Source: an optimization exercise on an open RTL-to-GDS flow (aim: small area and a short achievable clock period). Production flows keep margins and buffers that such runs may drop.

Setup of the previous run:
==> module FP16_mcl, before the edit <==
module FP16_mcl(
    input [15:0] data1,
    input [15:0] data2,
    input rst,
    input input_valid,
    input clk,
    output reg [15:0] datanew,
    output reg output_update
    );
    wire        s    = data1[15] ^ data2[15];
    wire        inf  = (&data1[14:10]) | (&data2[14:10]);
    wire        zero = ~(|data1[14:0]) | ~(|data2[14:0]);
    wire [5:0]  esum = data1[14:10] + data2[14:10];
    wire [21:0] p    = {1'b1, data1[9:0]} * {1'b1, data2[9:0]};
    wire        h    = p[21];
    wire [10:0] sig  = h ? p[21:11] : p[20:10];
    wire        rb   = h ? p[10] : p[9];
    wire        st   = h ? (|p[9:0]) : (|p[8:0]);
    wire        up   = rb & (sig[0] | st);
    wire [11:0] sr   = {1'b0, sig} + {11'd0, up};
    wire [6:0]  ef   = {1'b0, esum} + {6'd0, h} + {6'd0, sr[11]};
    wire        sat  = inf | (ef >= 7'd46);
    wire        flz  = zero | (ef <= 7'd15);
    wire [4:0]  eo   = ef[4:0] + 5'd17;
    wire [15:0] res  = sat ? {s, 15'h7fff} : flz ? 16'h0000 : {s, eo, sr[9:0]};
    always @(posedge clk or posedge rst)
        if (rst) output_update <= 1'b0;
        else     output_update <= input_valid;
    always @(posedge clk)
        datanew <= res;
endmodule
export LEC_CHECK = 0
export CAP_MARGIN = 20
export CORE_MARGIN = 2
export CORE_UTILIZATION = 40
export SLEW_MARGIN = 20
create_clock -name core_clock -period 5.5 [get_ports {clk}]
run.sh (not shown) runs the stock make flow with config.mk's settings and CLKGATE_MAP_FILE= SYNTH_SCRIPT=/design/flow/synth_recipe.tcl, a recipe that flattens the netlist after the stock synthesis.
The previous run: all stages done; final checks FAILED (negative setup slack).
### the previous run -> the current run
==> flow/design.v <==
module FP16_mcl(
    input [15:0] data1,
    input [15:0] data2,
    input rst,
    input input_valid,
    input clk,
    output reg [15:0] datanew,
    output reg output_update
    );
    reg        v1;
    reg        s1, inf1, zero1;
    reg [5:0]  esum1;
    reg [9:0]  f1, f2;
    always @(posedge clk or posedge rst)
        if (rst) begin
            v1 <= 1'b0;
            output_update <= 1'b0;
        end else begin
            v1 <= input_valid;
            output_update <= v1;
        end
    always @(posedge clk) begin
        s1    <= data1[15] ^ data2[15];
        inf1  <= (&data1[14:10]) | (&data2[14:10]);
        zero1 <= ~(|data1[14:0]) | ~(|data2[14:0]);
        esum1 <= data1[14:10] + data2[14:10];
        f1    <= data1[9:0];
        f2    <= data2[9:0];
    end
    wire [21:0] p    = {1'b1, f1} * {1'b1, f2};
    wire        h    = p[21];
    wire [10:0] sig  = h ? p[21:11] : p[20:10];
    wire        rb   = h ? p[10] : p[9];
    wire        st   = h ? (|p[9:0]) : (|p[8:0]);
    wire        up   = rb & (sig[0] | st);
    wire [11:0] sr   = {1'b0, sig} + {11'd0, up};
    wire [6:0]  ef   = {1'b0, esum1} + {6'd0, h} + {6'd0, sr[11]};
    wire        sat  = inf1 | (ef >= 7'd46);
    wire        flz  = zero1 | (ef <= 7'd15);
    wire [4:0]  eo   = ef[4:0] + 5'd17;
    wire [15:0] res  = sat ? {s1, 15'h7fff} : flz ? 16'h0000 : {s1, eo, sr[9:0]};
    always @(posedge clk)
        datanew <= res;
endmodule
Findings:
- The layout from the previous run, despite a flow that completed every stage, fails the layout checks, with the failing checks listed as negative setup slack.
- The flow for the current run finished, though final verification flagged negative setup slack.
- The library cell contributing the largest single delay on the critical path comes out sky130_fd_sc_hd__fa_1 in one run and sky130_fd_sc_hd__fa_2 in the other, namely in the current run and the previous run respectively.
- Summary of the current run over the previous run: final cell utilization of the core fell by 2.1 points, cell count rose by about 1%.
- The synthesized net count in the current run sits 24 above the value recorded for the previous run.
- met3 routed wirelength grows by more than 10% when moving from the previous run to the current run.
- Compared with the previous run, in the current run endpoint arrival time on the critical path decreased by 1.12 ns relative to the old numbers, placeable core region increased by 9.3% relative to the old numbers, routability congestion estimate from global placement increased by 6.1% relative to the old numbers, length of routed met2 wiring decreased by 1.2% relative to the old numbers.
- The higher clock slew at the register clock pins of the worst setup and hold paths came out of the current run.
No run of this note included a check of the RTL's function; only the layout flow was run.

re-timing with driven ports:
How much do the figures lean on ideal ports? The routed layouts below were timed once more, with nothing changed but the port constraints.
Step 1 assumes that a clkbuf_16 drives the clock port and a buf_2 every other input.
Step 2 also shifts input and output timing later by t, the mid clock arrival at the registers, as if the neighbouring blocks saw the same clock.
a / b / c = no drivers / after step 1 / after step 2; a / b = the first two.
run	shift t [ns]	slack for setup (ns)	hold WS [ns]	clock arrival spread, ns	cell pins on the clock port's net
the previous run	0.272	-2.659 / -2.678 / -2.950	0.980 / 0.978 / 1.250	0.005 / 0.006	1
the current run	0.330	-1.492 / -1.492 / -1.492	0.356 / 0.356 / 0.356	0.010 / 0.010	1
For the previous run, which loses most, drivers alone change the setup slack by -0.019 ns; drivers and shift together by -0.291 ns.
